Background: an optimization exercise with open tools, aiming at small area, a short achievable clock period and few clock cycles. Do not read the settings as production practice.
At most, simulation tests tie the RTL to the original design; equivalence was not proved.
No functional check of the RTL was part of runs 4 and 5.
Power figures rest on the tool's default switching activity, not on a simulated workload.

==> flow/design.v <==
module sdram_controller (
        input   clk,
        input   rst,
        output  sdram_cle,
        output  sdram_cs,
        output  sdram_cas,
        output  sdram_ras,
        output  sdram_we,
        output  sdram_dqm,
        output  [1:0]  sdram_ba,
        output  [12:0] sdram_a,
        input   [31:0] sdram_dqi,
        output  [31:0] sdram_dqo,
        input   [22:0] user_addr,
        input   rw,                  
        input   [31:0] data_in,
        output  [31:0] data_out,
        output  busy,
        input   in_valid,
        output  out_valid
    );
    localparam [9:0] REF_TH = 10'd780;
    localparam [2:0] C_NOP = 3'b111,
                     C_ACT = 3'b011,
                     C_RD  = 3'b101,
                     C_WR  = 3'b100,
                     C_PRE = 3'b010,
                     C_REF = 3'b001;
    reg  [2:0]  cmd_q;
    reg  [12:0] a_q;
    reg  [1:0]  ba_q;
    reg         req_valid;
    reg         req_rw;
    reg  [1:0]  req_b;
    reg  [12:0] req_row;
    reg  [5:0]  req_col;
    reg  [31:0] req_data;
    reg         req_hit;         
    reg  [12:0] row0, row1, row2, row3;
    reg  [3:0]  open;
    reg  [2:0]  v0, v1, v2, v3;
    reg         act_last;        
    reg  [1:0]  rd_v;            
    reg  [9:0]  rcnt;            
    reg  [1:0]  rdp;             
    assign sdram_cle = 1'b1;
    assign sdram_cs  = 1'b0;
    assign sdram_ras = cmd_q[2];
    assign sdram_cas = cmd_q[1];
    assign sdram_we  = cmd_q[0];
    assign sdram_dqm = 1'b0;
    assign sdram_ba  = ba_q;
    assign sdram_a   = a_q;
    assign sdram_dqo = req_data;
    assign out_valid = rdp[1];
    assign data_out  = sdram_dqi;
    wire col_q = cmd_q[2] & ~cmd_q[1];
    wire busy_w = req_valid & ~col_q;
    assign busy = busy_w;
    wire acc = in_valid & ~busy_w;
    wire [1:0]  in_b   = user_addr[9:8];
    wire [12:0] in_row = user_addr[22:10];
    wire [5:0]  in_col = user_addr[7:2];
    wire [3:0] zero  = {v3 == 3'd0, v2 == 3'd0, v1 == 3'd0, v0 == 3'd0};
    wire [3:0] colok = {v3 <= 3'd2, v2 <= 3'd2, v1 <= 3'd2, v0 <= 3'd2};
    wire [3:0] rmatch = {row3 == in_row, row2 == in_row, row1 == in_row, row0 == in_row};
    wire in_open  = open[in_b];
    wire in_hit   = in_open & rmatch[in_b];
    wire in_zero  = zero[in_b];
    wire        xv    = acc | busy_w;
    wire        x_rw  = acc ? rw     : req_rw;
    wire [1:0]  x_b   = acc ? in_b   : req_b;
    wire [12:0] x_row = acc ? in_row : req_row;
    wire [5:0]  x_col = acc ? in_col : req_col;
    wire        x_hit = acc ? in_hit : req_hit;
    wire        x_open  = open[x_b];
    wire        x_zero  = zero[x_b];
    wire        x_colok = colok[x_b];
    wire rp = (rcnt >= REF_TH);
    wire any_open = |open;
    wire all_zero = &zero;
    wire pre_ok_all = &(zero | ~open);
    wire do_col   = ~rp & xv & x_hit & x_colok & (~x_rw | (rd_v == 2'd0));
    wire do_pre_x = ~rp & xv & ~x_hit & x_open & x_zero;
    wire do_act_x = ~rp & xv & ~x_open & x_zero & ~act_last;
    wire x_any = do_col | do_pre_x | do_act_x;
    wire pk = ~rp & busy_w & in_valid & (in_b != req_b) & ~in_hit & ~x_any;
    wire do_pre_y = pk & in_open & in_zero;
    wire do_act_y = pk & ~in_open & in_zero & ~act_last;
    wire do_preall = rp & any_open & pre_ok_all;
    wire do_ref    = rp & ~any_open & all_zero;
    wire do_act = do_act_x | do_act_y;
    wire do_pre = do_pre_x | do_pre_y;
    wire tgt_y  = do_act_y | do_pre_y;
    wire [1:0]  t_b   = tgt_y ? in_b : x_b;
    wire [12:0] t_row = tgt_y ? in_row : x_row;
    reg [2:0]  cmd_d;
    reg [12:0] a_d;
    always @* begin
        cmd_d = C_NOP;
        a_d = 13'd0;
        if (do_col) begin
            cmd_d = x_rw ? C_WR : C_RD;
            a_d = {7'd0, x_col};
        end else if (do_act) begin
            cmd_d = C_ACT;
            a_d = t_row;
        end else if (do_pre) begin
            cmd_d = C_PRE;
        end else if (do_preall) begin
            cmd_d = C_PRE;
            a_d[10] = 1'b1;
        end else if (do_ref) begin
            cmd_d = C_REF;
        end
    end
    function [2:0] vnext;
        input [2:0] v;
        input act, pre, wr, rf;
        reg [2:0] dec;
        begin
            dec = (v == 3'd0) ? 3'd0 : v - 3'd1;
            if (act)
                vnext = 3'd4;
            else if (pre)
                vnext = 3'd2;
            else if (rf)
                vnext = 3'd6;
            else if (wr && dec == 3'd0)
                vnext = 3'd1;
            else
                vnext = dec;
        end
    endfunction
    wire [3:0] tsel = 4'b0001 << t_b;
    wire [3:0] act_k = {4{do_act}} & tsel;
    wire [3:0] pre_k = ({4{do_pre}} & tsel) | {4{do_preall}};
    wire [3:0] wr_k  = {4{do_col & x_rw}} & tsel;
    always @(posedge clk) begin
        if (rst) begin
            cmd_q <= C_NOP;
            req_valid <= 1'b0;
            open <= 4'd0;
            v0 <= 3'd0; v1 <= 3'd0; v2 <= 3'd0; v3 <= 3'd0;
            act_last <= 1'b0;
            rd_v <= 2'd0;
            rcnt <= 10'd0;
            rdp <= 2'd0;
        end else begin
            cmd_q <= cmd_d;
            req_valid <= xv;
            open <= (open | act_k) & ~pre_k;
            v0 <= vnext(v0, act_k[0], pre_k[0], wr_k[0], do_ref);
            v1 <= vnext(v1, act_k[1], pre_k[1], wr_k[1], do_ref);
            v2 <= vnext(v2, act_k[2], pre_k[2], wr_k[2], do_ref);
            v3 <= vnext(v3, act_k[3], pre_k[3], wr_k[3], do_ref);
            act_last <= do_act;
            rd_v <= (do_col & ~x_rw) ? 2'd2 : (rd_v == 2'd0) ? 2'd0 : rd_v - 2'd1;
            rcnt <= do_ref ? 10'd0 : rcnt + 10'd1;
            rdp <= {rdp[0], cmd_q == C_RD};
        end
        a_q <= a_d;
        ba_q <= t_b;
        req_hit <= (x_hit & ~do_preall) | do_act_x;
        if (acc) begin
            req_rw <= rw;
            req_b <= in_b;
            req_row <= in_row;
            req_col <= in_col;
            req_data <= data_in;
        end
        if (act_k[0]) row0 <= t_row;
        if (act_k[1]) row1 <= t_row;
        if (act_k[2]) row2 <= t_row;
        if (act_k[3]) row3 <= t_row;
    end
endmodule
==> flow/run.sh <==
#!/bin/bash
# synth_recipe.tcl (not shown) runs the flow's synth.tcl, then flattens the netlist and writes it again
# the make line also repeats each setting of config.mk as NAME=value (left out here)
make -C /OpenROAD-flow-scripts/flow DESIGN_CONFIG=/design/flow/config.mk WORK_HOME=/design/flow/orfs CLKGATE_MAP_FILE= SYNTH_SCRIPT=/design/flow/synth_recipe.tcl finish
==> flow/config.mk <==
export PLATFORM = sky130hd
export DESIGN_NAME = sdram_controller
export DESIGN_NICKNAME = sdram_controller
export VERILOG_FILES = /design/flow/design.v
export SDC_FILE = /design/flow/constraint.sdc
export NUM_CORES = 4
export LEC_CHECK = 0
export CAP_MARGIN = 20
export CORE_MARGIN = 2
export CORE_UTILIZATION = 40
export SLEW_MARGIN = 20
==> flow/constraint.sdc <==
create_clock -name core_clock -period 5.0 [get_ports {clk}]
set_input_delay 1.0000 -clock core_clock [delete_from_list [all_inputs] [get_ports {clk}]]
set_output_delay 1.0000 -clock core_clock [all_outputs]
set_load 0.01 [all_outputs]
==> impl_metrics.toml, run 1 <==
[run_status]
status = "no timing/DRC/antenna violations"

[worst_setup_path]
cp-end-kind = "register"
crit_fanout = 13
crit_path_frequent_cell = "inv_1"
crit_family = "compound AO/OA/AOI/OAI gates"
required_ns = 5.11
reg2reg_to = "row0[6]"
r2r-start = "open[3]"
cp_num_buf_inv = 4
cp_slowest_cell = "a211oi_2"
worst-setup-path-type = "in -> reg"
worstPathArrival_ns = 4.61
reg2reg_depth = 9
slowest_delay_ns = 0.70
crit_chain = "clkdlybuf4s50_1 > mux4_2 > inv_1 > a2111oi_4 > a211oi_2 > o21ai_4 > o41ai_2 > o21ai_1 > inv_1 > buf_4"
crit_path_start_kind = "input pin"
ff2ff_setup_slack_ns = 1.27

[clocking]
cts_tree = "yes"
cts_max_level = 4
post_cts_buffers = 0
cts.path.max_buffers = 2
cts_hold_buf = 0
cts.repair.resized = 0
root_buffer = "clkbuf_16"
clock_sinks = 157
clk_latency_ns = 0.42
cts_buffers = 17
clk_pin_slew_ns = 0.06

[detailed_routing]
postRouteAntennaNets = 0
drc = 0
wire_per_inst_um = 18.0
wirelength_um = 16600
vias_per_cell = 5.19
dr.first_iter.drc_count = 325
vias = 4777
drt-pass1-iter-count = 5

[synthesis]
synth_cells = 603
yosysWarnings = 1
synth-async-reset-ratio_pct = 0
avgSynthCellArea_um2 = 11.7
synth_ff_type = "edfxtp_1"
yosysUniqueCellTypes = 67
synth-seq-cells = 157
synth-edff-count = 84
synth_area_um2 = 7040
synth-seq-area-share_pct = 56.6

[global_routing]
grt_pass1_wl_um = 25200
antenna_found_initial = 0
grt_max_degree = 39
grt.total_usage_pct = 17.9
grt_pass1_vias = 4855
grt.overflow.total = 0

[pwr]
seq_power_share_pct = 41.6
clkPwrFrac_pct = 32.6
combPwrFrac_pct = 25.8
power_mw = 4.11
p_switching_mw = 1.23
powerDensity_nw_per_um2 = 471
max-vdd-ir-drop_mv = 0.256
p_leak_nw = 3.35
p_int_mw = 2.88
sw_frac_of_total_pct = 29.9

[timing]
rsz0062_at_grt = "no"
setup_viol = 0
slew_headroom_pct = 46.7
min_period_ns = 4.50
drv_slew = 0
tns_ns = 0
period_share_pct = 90.0
hold_viol_final = 0
fmax_ghz = 0.222
worst_slew_pin_slew_ns = 0.798
clock_skew_ns = 0.00770

[min_path]
hold_end = "rdp[1]"
hp-class = "reg -> reg"
min_from = "rdp[0]"
hold_depth = 1

[floorplanning]
die-area_um2 = 18700
rows = 48
coreArea_um2 = 17200
top_level_ports = 178
initial_core_util_pct = 40.9
die_w_um = 137
dieHeight_um = 137

[finish]
syn_to_final_growth_pct = 24.0
nets = 784
num_antenna_cells = 0
drive_gt1_share_pct = 12.4

[placed_design]
dp_hpwl_um = 11800
numPortBuffers = 108
gp_congestion = 0.871

[run]
maxCapViolations = 0
-- per-layer routing --
| metal | share of wire [%] | GRT usage [%] |
|---|---|---|
| met4 | 1.7 | 6.19 |
| met1 | 42 | 21.8 |
| met5 | 0 | 0 |
| met3 | 6.5 | 5.04 |
| met2 | 50 | 30.4 |
-- sequential cells by signal, summed over array words and instances (netlist names), 2 cells and up --
| name | cells |
|---|---|
| rcnt | 10 |
| v2 | 3 |
| v3 | 3 |
| req_data | 32 |
| req_col | 6 |
| a_q | 13 |
| rd_v | 2 |
| rdp | 2 |
| row2 | 13 |
| req_row | 13 |
| cmd_q | 3 |
| req_b | 2 |
| v1 | 3 |
| v0 | 3 |
| row1 | 13 |
| row0 | 13 |
| ba_q | 2 |
| open | 4 |
| row3 | 13 |
-- layout make-up --
cell class / instances / area (um^2)
fillers: 1517 / 8510
flip-flops and latches: 157 / 3980
multi-input cells: 357 / 2540
repair buffers: 122 / 1210
clock buffers: 17 / 425
well taps: 225 / 282
clock inverters: 15 / 183
inverters: 28 / 105
-- per-stage QoR --
step	setup slack (ns)	area, um^2	utilization [%]	std cells	hold slack (ns)
after CTS	0.482	8730	50.6	921	0.447
after global placement	0.0773	8120	47.1	889	0.425
after detailed placement	0.0358	8120	47.1	889	0.432
final	0.500	8730	50.7	921	0.443
after floorplan	1.20	7050	-	604	0.414
after global routing	0.355	8730	50.7	921	0.461
-- kinds of logic (layout without fill, tap and decap cells) --
| group | after synthesis | after routing | synth area share [%] |
|---|---|---|---|
| fa+ha+maj | 10 | 10 | 1.78 |
| buf+inv | 90 | 182 | 7.43 |
| simple gates | 169 | 169 | 11.6 |
| mux | 22 | 22 | 4.14 |
| other cells | 2 | 3 | 0.107 |
| xor+xnor | 62 | 62 | 7.71 |
| flops | 157 | 157 | 56.6 |
| compound gates | 91 | 91 | 10.6 |
-- synthesized netlist by cell type, types with 3 or more instances --
cell / instances / share of area, %
edfxtp_1: 84 / 36
o211ai_1: 7 / 0.75
clkbuf_1: 9 / 0.48
buf_2: 10 / 0.71
mux2_2: 9 / 1.4
o21ai_0: 16 / 1.1
buf_6: 5 / 0.80
o21ai_1: 4 / 0.28
buf_4: 36 / 3.8
o21ba_2: 4 / 0.57
o22ai_1: 8 / 0.71
nor2_1: 25 / 1.3
dfxtp_1: 73 / 21
o32a_1: 4 / 0.57
o31ai_1: 5 / 0.53
nand3_1: 5 / 0.36
mux2i_1: 4 / 0.57
ha_1: 10 / 1.8
and2_1: 7 / 0.62
nand2_1: 80 / 4.3
inv_1: 25 / 1.3
nand2b_1: 3 / 0.27
or3b_2: 3 / 0.37
nor4_1: 10 / 0.89
a22o_1: 6 / 0.75
a21oi_1: 5 / 0.36
nor3_1: 8 / 0.57
xor2_1: 34 / 4.2
and3_1: 4 / 0.36
mux2_4: 7 / 1.5
a31oi_1: 4 / 0.36
nand4_1: 8 / 0.71
o311a_1: 4 / 0.57
a211oi_1: 6 / 0.64
xnor2_1: 28 / 3.5
or4_1: 3 / 0.32
a311o_1: 3 / 0.43
-- power groups by stage --
| stage | clock, mW | combinational (mW) | sequential [mW] |
|---|---|---|---|
| floorplan | 0 | 0.625 | 1.76 |
| global placement | 0 | 1.04 | 1.73 |
| detailed placement | 0 | 1.06 | 1.74 |
| CTS | 1.37 | 1.06 | 1.71 |
| global route | 1.42 | 1.15 | 1.73 |
| finish | 1.34 | 1.06 | 1.71 |
-- worst max path at each step --
stage,cells past startpoint,from,endpoint
floorplan,8,user_addr[8],row0[0]
global placement,9,user_addr[8],a_q[5]
detailed placement,9,user_addr[8],a_q[5]
CTS,9,user_addr[8],a_q[5]
global route,10,user_addr[8],row0[9]
finish,10,user_addr[8],row0[6]
-- cells in the final DEF, fill, tap and decap left out, types with 5 or more instances in the layout --
cell and n:
o21ai_0 16, and2_1 7, mux2_2 9, o211ai_1 7, o22ai_1 8, xnor2_1 28
inv_1 25, xor2_1 34, nor3_1 8, nor4_1 10, dfxtp_1 73, edfxtp_1 84
nand2_1 80, ha_1 10, clkdlybuf4s50_1 108, nand3_1 5, mux2_4 7, a21oi_1 5
a211oi_1 6, clkbuf_16 17, o31ai_1 5, buf_4 12, nand4_1 8, nor2_1 24
a22o_1 6
Testbench counts, summed over its fixed seeds: cycles 76,139.
==> inputs of run 2 (changes only) <==
--- a/flow/config.mk
+++ b/flow/config.mk
@@ -10,2 +10,3 @@
 export CORE_UTILIZATION = 40
+export SETUP_SLACK_MARGIN = 2.2
 export SLEW_MARGIN = 20
==> run 2 against run 1 <==
  * Worst setup slack better by 1.0 ns
  * Global-route usage increased by 2.3 points
  * Hold slack is essentially flat
  * Largest power group unchanged
  * Combinational power increased by 58%
  * Cell count grew 7.6%
  * Register-to-register slack improved by 0.41 ns
  * Clock skew increased by 0.00084 ns
  * Fmax rose by 29%
  * Highest routed layer unchanged
  * Synthesized cell count stayed put
  * Area after synthesis is the same
  * Largest cell class unchanged
==> impl_metrics.toml, run 2 <==
[run_status]
status = "no timing/DRC/antenna violations"

[min_path]
hp-class = "reg -> reg"

[timing]
period_share_pct = 69.7
setup_viol = 0
drv_slew = 0
rsz0062_at_grt = "yes"
tns_ns = 0
fmax_ghz = 0.287
hold_viol_final = 0
worst_slew_pin_slew_ns = 0.845
hold_ws_ns = 0.442
clock_skew_ns = 0.00854
min_period_ns = 3.49
slew_headroom_pct = 43.5

[floorplanning]
top_level_ports = 178
die-area_um2 = 18700
die_w_um = 137
initial_core_util_pct = 40.9
dieHeight_um = 137
rows = 48
coreArea_um2 = 17200

[finish]
layout_common_cells = "clkdlybuf4s50_1, edfxtp_1, nand2_1"
drive_gt1_share_pct = 31.2
final_common_cell = "clkdlybuf4s50_1"
seq_area_um2 = 3980
largest_reg_flops = 32
syn_to_final_growth_pct = 42.8
regMostFlops = "req_data"
num_antenna_cells = 0
final_cells = 991
fin_util_pct = 58.4
multi_input_area_um2 = 3130
fillers = 1357
nets = 854

[worst_setup_path]
worst-setup-path-type = "in -> reg"
crit_fanout = 6
cp-end-kind = "register"
crit_path_start_kind = "input pin"
worstPathArrival_ns = 3.83
required_ns = 5.34

[placed_design]
dp_hpwl_um = 12100
dp.cells = 884
gp_congestion = 0.879
numPortBuffers = 108

[detailed_routing]
wire_per_inst_um = 19.8
vias_per_cell = 5.29
postRouteAntennaNets = 0
drc = 0
dr.first_iter.drc_count = 429
vias = 5245
wirelength_um = 19600
drt-pass1-iter-count = 4

[clocking]
cts_buffers = 17
root_buffer = "clkbuf_16"
clock_sinks = 157
clk_latency_ns = 0.44
cts_max_level = 4
clk_pin_slew_ns = 0.07
cts_hold_buf = 0
cts_tree = "yes"
cts.path.max_buffers = 2

[global_routing]
grt.total_usage_pct = 20.2
antenna_found_initial = 0
grt.overflow.total = 0
grt_max_degree = 24
grt_pass1_vias = 5122
grt_pass1_wl_um = 28200

[synthesis]
synth-seq-cells = 157
yosysUniqueCellTypes = 67
avgSynthCellArea_um2 = 11.7
synth_ff_type = "edfxtp_1"
synth_top_area_cell = "edfxtp_1"
synth-async-reset-ratio_pct = 0
synth-seq-area-share_pct = 56.6
synth.most_common_cell = "edfxtp_1"
synth-edff-count = 84
yosysWarnings = 1
synth_cells = 603
yosys-top-cells-area = "edfxtp_1, dfxtp_1, nand2_1"
yosys.area.top_type_share_pct = 35.8
synth_area_um2 = 7040
synthTopCellsByCount = "edfxtp_1, nand2_1, dfxtp_1"

[run]
maxCapViolations = 0

[pwr]
p_leak_nw = 3.92
max-vdd-ir-drop_mv = 0.288
powerDensity_nw_per_um2 = 464
run 2: kinds of logic (layout without fill, tap and decap cells):
logic type | count (synthesis) | after routing | synth area share, %
compound gates | 91 | 91 | 10.6
xor+xnor | 62 | 62 | 7.71
flops | 157 | 157 | 56.6
other cells | 2 | 3 | 0.107
mux | 22 | 22 | 4.14
simple gates | 169 | 170 | 11.6
fa+ha+maj | 10 | 10 | 1.78
buf+inv | 90 | 251 | 7.43
run 2: path summary, 6_finish.rpt:
| check | start | endpoint | slack (ns) | cells past startpoint |
|---|---|---|---|---|
| worst min register to register | rdp[0] | rdp[1] | 0.44 | 1 |
| worst min-delay path | rdp[0] | rdp[1] | 0.44 | 1 |
| worst max register to register | rcnt[7] | v1[0] | 1.68 | 9 |
| worst max-delay path | user_addr[14] | v2[0] | 1.51 | 14 |
run 2: report_power, final:
| group | internal [mW] | switching (mW) | total (mW) |
|---|---|---|---|
| sequential | 1.62 | 0.0975 | 1.72 |
| clock | 0.670 | 0.601 | 1.27 |
| combinational | 0.811 | 0.863 | 1.67 |
| total | 3.10 | 1.56 | 4.67 |
run 2: final cells by class:
type                            instances  area share, %
Sequential cell                       157           39.6
Multi-Input combinational cell        358           31.1
Timing Repair Buffer                  187           18.8
Clock buffer                           17           4.23
Tap cell                              225           2.80
Clock inverter                         15           1.57
Inverter                               28           1.47
Timing Repair inverter                  4          0.473
run 2: through the flow:
step	area, um^2	total power, mW	worst slack (ns)
CTS	9640	4.46	1.49
detailed placement	8170	2.84	0.409
global route	10100	4.84	1.46
global placement	8170	2.81	0.424
finish	10100	4.67	1.51
floorplan	7180	2.44	1.39
run 2: critical path: stages:
cell,delay (ns)
buf_12,0.11
buf_8,0.12
buf_4,0.13
xor2_1,0.16
nor4_1,0.43
nand4_1,0.22
a21oi_2,0.26
a211oi_4,0.11
buf_4,0.17
buf_6,0.12
nor3_4,0.22
nand2_2,0.14
o32a_1,0.35
nor4_4,0.28
run 2: routing by layer:
| layer | vias to the layer above | wire length, um | share of wire (%) | global-route usage (%) |
|---|---|---|---|---|
| li1 | 2401 | - | - | - |
| met2 | 223 | 9860 | 50 | 33.5 |
| met4 | 0 | 610 | 3.1 | 8.91 |
| met3 | 53 | 1270 | 6.5 | 4.78 |
| met1 | 2568 | 7890 | 40 | 25.0 |
| met5 | - | 0 | 0 | 0 |
run 2: what timing repair did:
item / CTS / global route
endpoints found under the setup margin: 179 / 142
pin swaps: 37 / 36
cloned: 5 / 1
buffers inserted: 43 / 26
gates resized for setup: 187 / 50
==> inputs of run 3 (changes only) <==
--- a/flow/config.mk
+++ b/flow/config.mk
@@ -7,2 +7,3 @@
 export LEC_CHECK = 0
+export ABC_CLOCK_PERIOD_IN_PS = 2800
 export CAP_MARGIN = 20
==> run 3 against run 2 <==
  * Clock power hardly changed
  * Global-route usage unchanged
  * Via count stayed put
  * Routed wire length did not move
  * Critical path type unchanged
  * Largest power group unchanged
  * Highest routed layer unchanged
==> impl_metrics.toml, run 3 <==
[run_status]
status = "no timing/DRC/antenna violations"

[finish]
layout_common_cells = "clkdlybuf4s50_1, edfxtp_1, nand2_1"
fillers = 1357
largest_reg_flops = 32
num_antenna_cells = 0
seq_area_um2 = 3980
regMostFlops = "req_data"
nets = 854
syn_to_final_growth_pct = 42.8
multi_input_area_um2 = 3130
drive_gt1_share_pct = 31.2
final_common_cell = "clkdlybuf4s50_1"

[global_routing]
grt_pass1_vias = 5122
grt_pass1_wl_um = 28200
grt.total_usage_pct = 20.2
grt_max_degree = 24
grt.overflow.total = 0
antenna_found_initial = 0

[worst_setup_path]
ff2ff_setup_slack_ns = 1.68
crit_fanout = 6
r2r-start = "rcnt[7]"
worst-setup-path-type = "in -> reg"
required_ns = 5.34
reg2reg_depth = 9
crit_path_start_kind = "input pin"
reg2reg_to = "v1[0]"
worstPathArrival_ns = 3.83
cp-end-kind = "register"

[detailed_routing]
wl_met1_um = 7890
postRouteAntennaNets = 0
drt-pass1-iter-count = 4
met2WireLength_um = 9860
wire_per_inst_um = 19.8
vias_per_cell = 5.29
top_layer_used = "met4"
drc = 0
wirelength_um = 19600
vias = 5245
dr.first_iter.drc_count = 429
met3_length_um = 1270

[timing]
hold_ws_ns = 0.442
fmax_ghz = 0.287
worst_slew_pin_slew_ns = 0.845
hold_viol_final = 0
period_share_pct = 69.7
min_period_ns = 3.49
rsz0062_at_grt = "yes"
tns_ns = 0
slew_headroom_pct = 43.5
setup_viol = 0
drv_slew = 0
clock_skew_ns = 0.00854

[clocking]
clk_pin_slew_ns = 0.07
clock_sinks = 157
clk_latency_ns = 0.44
root_buffer = "clkbuf_16"
cts_tree = "yes"
cts_max_level = 4
cts_buffers = 17
cts.path.max_buffers = 2

[pwr]
p_switching_mw = 1.56
clkPwrFrac_pct = 27.2
sw_frac_of_total_pct = 33.5
powerDensity_nw_per_um2 = 464
max-vdd-ir-drop_mv = 0.288
seq_power_share_pct = 36.9
p_int_mw = 3.10
p_leak_nw = 3.92
combPwrFrac_pct = 35.9

[floorplanning]
dieHeight_um = 137
coreArea_um2 = 17200
rows = 48
top_level_ports = 178
initial_core_util_pct = 40.9
die-area_um2 = 18700
die_w_um = 137

[min_path]
hold_depth = 1
min_from = "rdp[0]"
hold_end = "rdp[1]"
hp-class = "reg -> reg"

[run]
maxCapViolations = 0

[synthesis]
synth-edff-count = 84
yosysWarnings = 1
synth-seq-area-share_pct = 56.6
synth_cells = 603
synth.most_common_cell = "edfxtp_1"
synth_top_area_cell = "edfxtp_1"
avgSynthCellArea_um2 = 11.7
yosys-top-cells-area = "edfxtp_1, dfxtp_1, nand2_1"
yosys.area.top_type_share_pct = 35.8
synth-async-reset-ratio_pct = 0
synth_ff_type = "edfxtp_1"
synthTopCellsByCount = "edfxtp_1, nand2_1, dfxtp_1"
yosysUniqueCellTypes = 67
synth-seq-cells = 157
synth_area_um2 = 7040

[placed_design]
gp_congestion = 0.879
numPortBuffers = 108
dp_hpwl_um = 12100
==> run 3: cell counts after synthesis <==
No cell type changed its count.
==> run 3: layer usage <==
metal  vias to the layer above  GRT usage, %
met4                         0          8.91
met2                       223          33.5
met1                      2568          25.0
li1                       2401             -
met5                         -             0
met3                        53          4.78
==> run 3: cells by family (layout without fill, tap and decap cells) <==
family	after synthesis	count (layout)	synth area share (%)
XOR/XNOR	62	62	7.71
AO/OA/AOI/OAI	91	91	10.6
AND/OR/NAND/NOR	169	170	11.6
adder cells (fa/ha/maj)	10	10	1.78
flip-flops	157	157	56.6
other	2	3	0.107
buffers and inverters	90	251	7.43
multiplexers	22	22	4.14
==> run 3: critical path, cell delays in order <==
cell,delay (ns)
buf_12,0.11
buf_8,0.12
buf_4,0.13
xor2_1,0.16
nor4_1,0.43
nand4_1,0.22
a21oi_2,0.26
a211oi_4,0.11
buf_4,0.17
buf_6,0.12
nor3_4,0.22
nand2_2,0.14
o32a_1,0.35
nor4_4,0.28
==> run 3: power by group through the flow <==
stage          Clock [mW]  Combinational, mW  Sequential (mW)
6_report             1.27               1.67             1.72
5_1_grt              1.34               1.75             1.74
4_1_cts              1.29               1.44             1.72
3_5_place_dp            0               1.09             1.74
3_3_place_gp            0               1.07             1.73
2_1_floorplan           0              0.674             1.76
==> run 3: repair_timing <==
action / 4_1_cts / 5_1_grt
hold buffers: 0 / 0
pin swaps: 37 / 36
buffers inserted: 43 / 26
setup endpoints to repair: 179 / 142
resized for setup: 187 / 50
gates cloned: 5 / 1
==> run 3: per-stage QoR <==
stage | area, um^2 | utilization (%) | setup WS (ns) | cells | power [mW]
6_report | 10100 | 58.4 | 1.51 | 991 | 4.67
4_1_cts | 9640 | 56.0 | 1.49 | 964 | 4.46
3_5_place_dp | 8170 | 47.4 | 0.409 | 884 | 2.84
5_1_grt | 10100 | 58.4 | 1.46 | 991 | 4.84
2_1_floorplan | 7180 | - | 1.39 | 604 | 2.44
3_3_place_gp | 8170 | 47.4 | 0.424 | 884 | 2.81
==> run 3: cell type report <==
| type | count | area share, % |
|---|---|---|
| flip-flops and latches | 157 | 39.6 |
| multi-input cells | 358 | 31.1 |
| repair buffers | 187 | 18.8 |
| clock buffers | 17 | 4.23 |
| well taps | 225 | 2.80 |
| clock inverters | 15 | 1.57 |
| inverters | 28 | 1.47 |
| repair inverters | 4 | 0.473 |
==> run 3: how the worst max path moves through the flow <==
stage | startpoint | endpoint | slack [ns] | depth (start not counted)
5_1_grt | user_addr[14] | v2[0] | 1.46 | 13
3_5_place_dp | user_addr[17] | a_q[3] | 0.41 | 10
4_1_cts | user_addr[14] | a_q[5] | 1.49 | 11
3_3_place_gp | user_addr[17] | a_q[3] | 0.42 | 10
6_report | user_addr[14] | v2[0] | 1.51 | 14
2_1_floorplan | user_addr[13] | row0[11] | 1.39 | 11
==> inputs of run 4 (changes only) <==
--- a/flow/design.v
+++ b/flow/design.v
@@ -21,3 +21,3 @@
     );
-    localparam [9:0] REF_TH = 10'd780;
+    localparam [9:0] REF_ST = 10'd380;
     localparam [2:0] C_NOP = 3'b111,
@@ -44,2 +44,3 @@
     reg  [9:0]  rcnt;            
+    reg         rp;              
     reg  [1:0]  rdp;             
@@ -69,12 +70,20 @@
     wire in_zero  = zero[in_b];
-    wire        xv    = acc | busy_w;
-    wire        x_rw  = acc ? rw     : req_rw;
-    wire [1:0]  x_b   = acc ? in_b   : req_b;
-    wire [12:0] x_row = acc ? in_row : req_row;
-    wire [5:0]  x_col = acc ? in_col : req_col;
-    wire        x_hit = acc ? in_hit : req_hit;
-    wire        x_open  = open[x_b];
-    wire        x_zero  = zero[x_b];
-    wire        x_colok = colok[x_b];
-    wire rp = (rcnt >= REF_TH);
+    wire rdv0 = (rd_v == 2'd0);
+    wire rq_open  = open[req_b];
+    wire rq_zero  = zero[req_b];
+    wire rq_colok = colok[req_b];
+    wire b_col = busy_w & req_hit & rq_colok & (~req_rw | rdv0);
+    wire b_pre = busy_w & ~req_hit & rq_open & rq_zero;
+    wire b_act = busy_w & ~rq_open & rq_zero & ~act_last;
+    wire b_any = b_col | b_pre | b_act;
+    wire pe    = busy_w & ~b_any & in_valid & (in_b != req_b);
+    wire y_act = pe & ~in_open & in_zero & ~act_last;
+    wire y_pre = pe & in_open & in_zero & ~in_hit;
+    wire a_col = in_hit & colok[in_b] & (~rw | rdv0);
+    wire a_pre = ~in_hit & in_open & in_zero;
+    wire a_act = ~in_open & in_zero & ~act_last;
+    wire do_col   = ~rp & (acc ? a_col : b_col);
+    wire do_act_x = ~rp & (acc ? a_act : b_act);
+    wire do_act   = ~rp & (acc ? a_act : (b_act | y_act));
+    wire do_pre   = ~rp & (acc ? a_pre : (b_pre | y_pre));
     wire any_open = |open;
@@ -82,36 +91,16 @@
     wire pre_ok_all = &(zero | ~open);
-    wire do_col   = ~rp & xv & x_hit & x_colok & (~x_rw | (rd_v == 2'd0));
-    wire do_pre_x = ~rp & xv & ~x_hit & x_open & x_zero;
-    wire do_act_x = ~rp & xv & ~x_open & x_zero & ~act_last;
-    wire x_any = do_col | do_pre_x | do_act_x;
-    wire pk = ~rp & busy_w & in_valid & (in_b != req_b) & ~in_hit & ~x_any;
-    wire do_pre_y = pk & in_open & in_zero;
-    wire do_act_y = pk & ~in_open & in_zero & ~act_last;
     wire do_preall = rp & any_open & pre_ok_all;
     wire do_ref    = rp & ~any_open & all_zero;
-    wire do_act = do_act_x | do_act_y;
-    wire do_pre = do_pre_x | do_pre_y;
-    wire tgt_y  = do_act_y | do_pre_y;
-    wire [1:0]  t_b   = tgt_y ? in_b : x_b;
-    wire [12:0] t_row = tgt_y ? in_row : x_row;
-    reg [2:0]  cmd_d;
-    reg [12:0] a_d;
-    always @* begin
-        cmd_d = C_NOP;
-        a_d = 13'd0;
-        if (do_col) begin
-            cmd_d = x_rw ? C_WR : C_RD;
-            a_d = {7'd0, x_col};
-        end else if (do_act) begin
-            cmd_d = C_ACT;
-            a_d = t_row;
-        end else if (do_pre) begin
-            cmd_d = C_PRE;
-        end else if (do_preall) begin
-            cmd_d = C_PRE;
-            a_d[10] = 1'b1;
-        end else if (do_ref) begin
-            cmd_d = C_REF;
-        end
-    end
+    wire        sel_in = acc | ~b_any;
+    wire [1:0]  t_b   = sel_in ? in_b   : req_b;
+    wire [12:0] t_row = sel_in ? in_row : req_row;
+    wire [5:0]  x_col = acc ? in_col : req_col;
+    wire        x_rw  = acc ? rw : req_rw;
+    wire        x_hit = acc ? in_hit : req_hit;
+    wire        xv    = acc | busy_w;
+    wire [2:0] cmd_d;
+    assign cmd_d[2] = ~(do_act | do_pre | do_preall | do_ref);
+    assign cmd_d[1] = ~(do_col | do_ref);
+    assign cmd_d[0] = ~((do_col & x_rw) | do_pre | do_preall);
+    wire [12:0] a_d = do_act ? t_row : {2'b00, do_preall, 4'b0000, x_col};
     function [2:0] vnext;
@@ -146,3 +135,4 @@
             rd_v <= 2'd0;
-            rcnt <= 10'd0;
+            rcnt <= 10'd1;
+            rp <= 1'b0;
             rdp <= 2'd0;
@@ -158,3 +148,4 @@
             rd_v <= (do_col & ~x_rw) ? 2'd2 : (rd_v == 2'd0) ? 2'd0 : rd_v - 2'd1;
-            rcnt <= do_ref ? 10'd0 : rcnt + 10'd1;
+            rcnt <= do_ref ? 10'd1 : {rcnt[8:0], rcnt[9] ^ rcnt[6]};
+            rp <= (rp & ~do_ref) | (rcnt == REF_ST);
             rdp <= {rdp[0], cmd_q == C_RD};
==> flow/flow/run.sh (new file) <==
#!/bin/bash
# The standard layout (the standard.sh, all ORFS steps unchanged), except that the
# buffers ORFS puts on every input and output port are sky130_fd_sc_hd__buf_2 cells.
set -euo pipefail
export BUFFER_PORTS_ARGS="-buffer_cell sky130_fd_sc_hd__buf_2"
bash standard.sh > standard.log 2>&1
==> flow/standard.sh (new file) <==
#!/bin/bash
# synth_recipe.tcl (not shown) runs the flow's synth.tcl, then flattens the netlist and writes it again
# the make line also repeats each setting of config.mk as NAME=value (left out here)
make -C /OpenROAD-flow-scripts/flow DESIGN_CONFIG=/design/flow/config.mk WORK_HOME=/design/flow/orfs CLKGATE_MAP_FILE= SYNTH_SCRIPT=/design/flow/synth_recipe.tcl "${@:-finish}"
--- a/flow/config.mk
+++ b/flow/config.mk
@@ -7,7 +7,8 @@
 export LEC_CHECK = 0
-export ABC_CLOCK_PERIOD_IN_PS = 2800
 export CAP_MARGIN = 20
 export CORE_MARGIN = 2
-export CORE_UTILIZATION = 40
-export SETUP_SLACK_MARGIN = 2.2
+export CORE_UTILIZATION = 60
+export CTS_BUF_LIST = sky130_fd_sc_hd__clkbuf_4 sky130_fd_sc_hd__clkbuf_8
+export CTS_CLUSTER_SIZE = 40
+export SETUP_SLACK_MARGIN = 2.5
 export SLEW_MARGIN = 20
removed: flow/run.sh
==> run 4 against run 3 <==
  * Total power decreased by 17%
  * Count of clock-buffer cells in the layout grew 4
  * Via count is 11% lower
  * Highest routed layer unchanged
==> impl_metrics.toml, run 4 <==
[clocking]
cts_hold_buf = 0
cts_max_level = 4
clk_pin_slew_ns = 0.08
clock_sinks = 158
clk_latency_ns = 0.46
cts_buffers = 17
root_buffer = "clkbuf_8"
cts.path.max_buffers = 2
cts_tree = "yes"

[synthesis]
synth-edff-count = 99
synth_ff_type = "edfxtp_1"
synth-seq-area-share_pct = 60.9
synth.most_common_cell = "edfxtp_1"
synth_cells = 537
synthTopCellsByCount = "edfxtp_1, dfxtp_1, buf_4"
synth_top_area_cell = "edfxtp_1"
synth-seq-cells = 158
yosys.area.top_type_share_pct = 43.5
yosys-top-cells-area = "edfxtp_1, dfxtp_1, xnor2_1"
avgSynthCellArea_um2 = 12.7
synth_area_um2 = 6830
yosysWarnings = 1
yosysUniqueCellTypes = 56
synth-async-reset-ratio_pct = 0

[pwr]
powerDensity_nw_per_um2 = 443
p_leak_nw = 3.50
max-vdd-ir-drop_mv = 0.273

[global_routing]
grt_max_degree = 54
grt_pass1_wl_um = 24200
antenna_found_initial = 0
grt_pass1_vias = 4637
grt.total_usage_pct = 25.7
grt.overflow.total = 0

[finish]
regMostFlops = "req_data"
nets = 768
drive_gt1_share_pct = 43.3
num_antenna_cells = 0
multi_input_area_um2 = 2580
syn_to_final_growth_pct = 27.9
final_common_cell = "buf_2"
layout_common_cells = "buf_2, edfxtp_1, dfxtp_1"
seq_area_um2 = 4170
fillers = 670
largest_reg_flops = 32

[worst_setup_path]
r2r-start = "req_b[1]"
reg2reg_to = "v0[1]"
crit_chain = "mux4_2 > mux2i_2 > a32oi_4 > buf_6 > buf_6 > buf_12 > o2111a_2 > o221ai_4 > a21oi_4 > buf_12 > a31o_2"
cp_slowest_cell = "mux4_2"
slowest_delay_ns = 0.59
crit_fanout = 11
crit_path_start_kind = "register"
ff2ff_setup_slack_ns = 2.16
required_ns = 5.35
reg2reg_depth = 11
cp-end-kind = "register"
worst-setup-path-type = "reg -> reg"
worstPathArrival_ns = 3.19

[placed_design]
dp_hpwl_um = 9640
pre_cts_ws_ns = 1.33
numPortBuffers = 108
gp_congestion = 0.916

[detailed_routing]
dr.first_iter.drc_count = 324
postRouteAntennaNets = 0
drc = 0
wire_per_inst_um = 19.4
vias_per_cell = 5.67
vias = 4661
drt-pass1-iter-count = 6
wirelength_um = 16000

[min_path]
hold_depth = 1
hold_end = "rdp[1]"
min_from = "rdp[0]"
hp-class = "reg -> reg"

[floorplanning]
dieHeight_um = 111
die-area_um2 = 12200
initial_core_util_pct = 62.2
die_w_um = 111
coreArea_um2 = 11000
rows = 38
top_level_ports = 178

[timing]
min_period_ns = 2.84
clock_skew_ns = 0.0150
setup_ws_ns = 2.16
setup_viol = 0
period_share_pct = 56.7
tns_ns = 0
fmax_ghz = 0.353
rsz0062_at_grt = "yes"
hold_viol_final = 0
slew_headroom_pct = 48.9
drv_slew = 0
worst_slew_pin_slew_ns = 0.766

[run]
maxCapViolations = 0

[run_status]
status = "no timing/DRC/antenna violations"
==> run 4: changes by cell type after synthesis, sizes merged, moves of 10 or more <==
| cell | change |
|---|---|
| nand2 | -50 |
| edfxtp | +15 |
| dfxtp | -14 |
| xor2 | -14 |
| a21oi | +12 |
| buf | -10 |
| clkbuf | +10 |
==> run 4: where the power goes <==
part	internal, mW	switching (mW)	total (mW)
registers	1.60	0.0768	1.68
logic	0.660	0.595	1.25
clock network	0.477	0.457	0.934
total	2.74	1.13	3.87
==> run 4: repair_timing <==
action	CTS	global route
endpoints found under the setup margin	188	194
buffers inserted	39	19
resized for setup	72	44
pin swaps	19	15
gates cloned	4	0
==> run 4: critical path, delay by kind of cell, from the launching register on <==
family	cells	cell delay, ns
multiplexers	2	0.84
flip-flops	1	0.51
buffers and inverters	4	0.58
AO/OA/AOI/OAI	5	0.81
==> run 4: layer usage <==
| metal | vias to the layer above | global-route usage (%) | wire, um |
|---|---|---|---|
| met4 | 0 | 10.9 | 580 |
| met2 | 173 | 42.9 | 8080 |
| li1 | 2125 | - | - |
| met1 | 2283 | 32.4 | 6360 |
| met5 | - | 0 | 0 |
| met3 | 80 | 6.12 | 974 |
==> run 4: through the flow <==
step | cell area (um^2) | utilization [%] | cells | power [mW] | hold WS [ns]
4_1_cts | 8370 | 76.2 | 803 | 3.71 | 0.456
3_5_place_dp | 7250 | 66.0 | 728 | 2.45 | 0.432
3_3_place_gp | 7250 | 66.0 | 728 | 2.43 | 0.424
5_1_grt | 8730 | 79.5 | 822 | 4.02 | 0.468
6_report | 8730 | 79.5 | 822 | 3.87 | 0.452
2_1_floorplan | 6940 | - | 538 | 2.26 | 0.413
==> run 4: how the worst max path moves through the flow <==
| stage | from | endpoint | slack, ns |
|---|---|---|---|
| global placement | req_b[1] | cmd_q[0] | 1.34 |
| global route | req_b[1] | v0[1] | 2.08 |
| floorplan | user_addr[9] | row2[0] | 2.04 |
| detailed placement | req_b[1] | cmd_q[0] | 1.33 |
| CTS | req_b[1] | v0[1] | 2.22 |
| finish | req_b[1] | v0[1] | 2.16 |
==> run 4: cells by family (layout without fill, tap and decap cells) <==
group                    count (synthesis)  count (layout)  synth area share (%)
XOR/XNOR                                55              55                  7.06
AND/OR/NAND/NOR                        132             134                  9.82
multiplexers                            36              36                  6.93
buffers and inverters                   82             224                  6.84
flip-flops                             158             158                  60.9
adder cells (fa/ha/maj)                  8               8                  1.47
AO/OA/AOI/OAI                           64              64                  6.93
other                                    2               3                 0.110
==> run 4: layout make-up <==
cell class | instances | area share (%)
sequential | 158 | 47.8
multi-input combinational | 300 | 29.5
timing repair buffer | 172 | 15.4
clock buffer | 21 | 3.17
tap | 140 | 2.01
clock inverter | 11 | 1.32
inverter | 20 | 0.860
==> inputs of run 5 (changes only) <==
--- a/flow/config.mk
+++ b/flow/config.mk
@@ -12,3 +12,3 @@
 export CTS_CLUSTER_SIZE = 40
-export SETUP_SLACK_MARGIN = 2.5
+export SETUP_SLACK_MARGIN = 2.2
 export SLEW_MARGIN = 20
==> run 5 against run 4 <==
  * Critical path depth decreased by 2
  * Global-route usage decreased by 1.3 points
  * Combinational power decreased by 27%
  * Hold slack got worse by 0.0073 ns
  * Fmax increased by 3.3%
  * Critical endpoint unchanged
  * Sequential cell count unchanged
  * Routed wire length decreased by 7.3%
  * Still clean on timing, DRC and antenna
  * Largest cell class unchanged
  * Sequential power about the same
  * Largest power group unchanged
==> impl_metrics.toml, run 5 <==
[timing]
min_period_ns = 2.75
setup_viol = 0
hold_viol_final = 0
tns_ns = 0
rsz0062_at_grt = "no"
clock_skew_ns = 0.0121
period_share_pct = 54.9
setup_ws_ns = 2.25
drv_slew = 0
worst_slew_pin_slew_ns = 0.911
slew_headroom_pct = 38.9
fmax_ghz = 0.364

[global_routing]
grt_pass1_vias = 4554
antenna_found_initial = 0
grt.overflow.total = 0
grt_pass1_wl_um = 23300
grt_max_degree = 55
grt.total_usage_pct = 24.4

[synthesis]
yosys-top-cells-area = "edfxtp_1, dfxtp_1, xnor2_1"
synth_top_area_cell = "edfxtp_1"
synth-seq-cells = 158
synth_ff_type = "edfxtp_1"
synth_area_um2 = 6830
avgSynthCellArea_um2 = 12.7
synth-async-reset-ratio_pct = 0
yosysWarnings = 1
yosysUniqueCellTypes = 56
yosys.area.top_type_share_pct = 43.5
synthTopCellsByCount = "edfxtp_1, dfxtp_1, buf_4"
synth-edff-count = 99
synth-seq-area-share_pct = 60.9
synth.most_common_cell = "edfxtp_1"
synth_cells = 537

[floorplanning]
die_w_um = 111
dieHeight_um = 111
coreArea_um2 = 11000
initial_core_util_pct = 62.2
top_level_ports = 178
rows = 38
die-area_um2 = 12200

[detailed_routing]
drt-pass1-iter-count = 5
drc = 0
vias_per_cell = 5.60
wire_per_inst_um = 18.8
vias = 4405
wirelength_um = 14800
postRouteAntennaNets = 0
dr.first_iter.drc_count = 222

[worst_setup_path]
worstPathArrival_ns = 3.07
cp-end-kind = "register"
crit_chain = "buf_2 > xor2_1 > nor4_2 > nand3_1 > o311a_1 > o221ai_4 > a21oi_4 > buf_12 > a31o_2"
worst-setup-path-type = "in -> reg"
required_ns = 5.33
crit_path_start_kind = "input pin"
slowest_delay_ns = 0.45
cp_slowest_cell = "o311a_1"
crit_fanout = 11

[min_path]
hp-class = "reg -> reg"

[finish]
final_cells = 787
regMostFlops = "req_data"
num_antenna_cells = 0
fillers = 756
nets = 733
largest_reg_flops = 32
syn_to_final_growth_pct = 17.1
final_common_cell = "buf_2"
drive_gt1_share_pct = 36.2
design_area_um2 = 7990
layout_common_cells = "buf_2, edfxtp_1, dfxtp_1"

[pwr]
powerDensity_nw_per_um2 = 427
power_mw = 3.41
max-vdd-ir-drop_mv = 0.230
p_leak_nw = 3.11

[clocking]
clk_latency_ns = 0.43
root_buffer = "clkbuf_8"
cts.path.max_buffers = 2
cts_tree = "yes"
clock_sinks = 158
cts_buffers = 17
clk_pin_slew_ns = 0.08
cts_max_level = 4

[run]
maxCapViolations = 0

[placed_design]
placed_area_um2 = 7240
pre_cts_ws_ns = 1.26
dp_hpwl_um = 9620
dp.cells = 727
numPortBuffers = 108
gp_congestion = 0.858

[run_status]
status = "no timing/DRC/antenna violations"
-- run 5: cell counts after synthesis --
No cell type changed its count.
-- run 5: timing repair --
| action | 4_1_cts | 5_1_grt |
|---|---|---|
| setup endpoints to repair | 139 | 76 |
| endpoints found under the hold margin | 0 | 0 |
| pin swaps | 5 | 4 |
| hold buffers | 0 | 0 |
| gates cloned | 1 | 0 |
| buffers inserted | 22 | 5 |
| gates resized for setup | 7 | 24 |
-- run 5: stage by stage --
step	hold WS, ns	utilization (%)
4_1_cts	0.452	71.5
3_3_place_gp	0.421	65.9
3_5_place_dp	0.432	65.9
5_1_grt	0.478	72.8
2_1_floorplan	0.413	-
6_report	0.445	72.8
-- run 5: per-layer routing --
layer  routed length, um  global-route usage (%)  vias up
met1                5920                    29.4     2111
met4                 420                    10.3        0
met3                 901                    6.78       60
li1                    -                       -     2064
met2                7570                    41.4      170
met5                   0                       0        -
-- run 5: layout make-up --
type	instances	area [um^2]	share of cell area [%]
Clock buffer	21	277	3.46
Clock inverter	11	67.6	0.845
Multi-Input combinational cell	299	2360	29.5
Timing Repair Buffer	138	881	11.0
Inverter	20	75.1	0.939
Tap cell	140	175	2.19
Sequential cell	158	4160	52.1
-- run 5: worst max-delay path, delay by kind of cell --
kind	cells	cell delay [ns]
xor+xnor	1	0.18
buf+inv	2	0.32
compound gates	4	1.09
simple gates	2	0.46
-- run 5: kinds of logic (layout without fill, tap and decap cells) --
logic type      after synthesis  after routing  share of synthesized area, %
mux                          36             36                          6.93
flops                       158            158                          60.9
other cells                   2              3                         0.110
fa+ha+maj                     8              8                          1.47
compound gates               64             64                          6.93
xor+xnor                     55             55                          7.06
buf+inv                      82            190                          6.84
simple gates                132            133                          9.82
-- run 5: where the power goes --
part	internal, mW	switching (mW)	total [mW]
Sequential	1.60	0.0755	1.68
Combinational	0.420	0.490	0.911
Clock	0.375	0.447	0.822
Total	2.40	1.01	3.41
-- run 5: final timing paths --
kind | startpoint | endpoint | slack [ns] | cells after the start
worst max-delay path | user_addr[15] | v0[1] | 2.25 | 9
worst min-delay path | req_col[1] | req_col[1] | 0.45 | 2
worst max register to register | req_b[1] | v0[1] | 2.28 | 9
worst min register to register | req_col[1] | req_col[1] | 0.45 | 2

port drivers added, routing unchanged:
The results above use ideal ports. As a check the final layouts listed here were re-extracted and re-timed, cells and wires unchanged. Step 1 (the two cells are an assumption about what drives the block):
set clk [get_ports {clk}]
set_driving_cell -lib_cell sky130_fd_sc_hd__clkbuf_16 $clk
set_driving_cell -lib_cell sky130_fd_sc_hd__buf_2 [delete_from_list [all_inputs] $clk]
Step 2, shift: input delay + t, output delay - t, t = (earliest + latest rising clock arrival at the registers) / 2. This alone moves slack from input paths to output paths. Three values: ideal ports, drivers, drivers and shift; two values: the first two.
run	t, ns	setup WS [ns]	worst hold slack (ns)
run 1	0.460	0.500 / 0.514 / 0.054	0.443 / 0.443 / 0.443
run 2	0.472	1.514 / 1.506 / 1.034	0.442 / 0.442 / 0.442
run 3	0.472	1.514 / 1.506 / 1.034	0.442 / 0.442 / 0.442
run 4	0.486	2.165 / 2.165 / 1.726	0.452 / 0.452 / 0.452
run 5	0.455	2.255 / 2.268 / 1.814	0.445 / 0.445 / 0.445
After both steps every run listed still meets setup and hold.
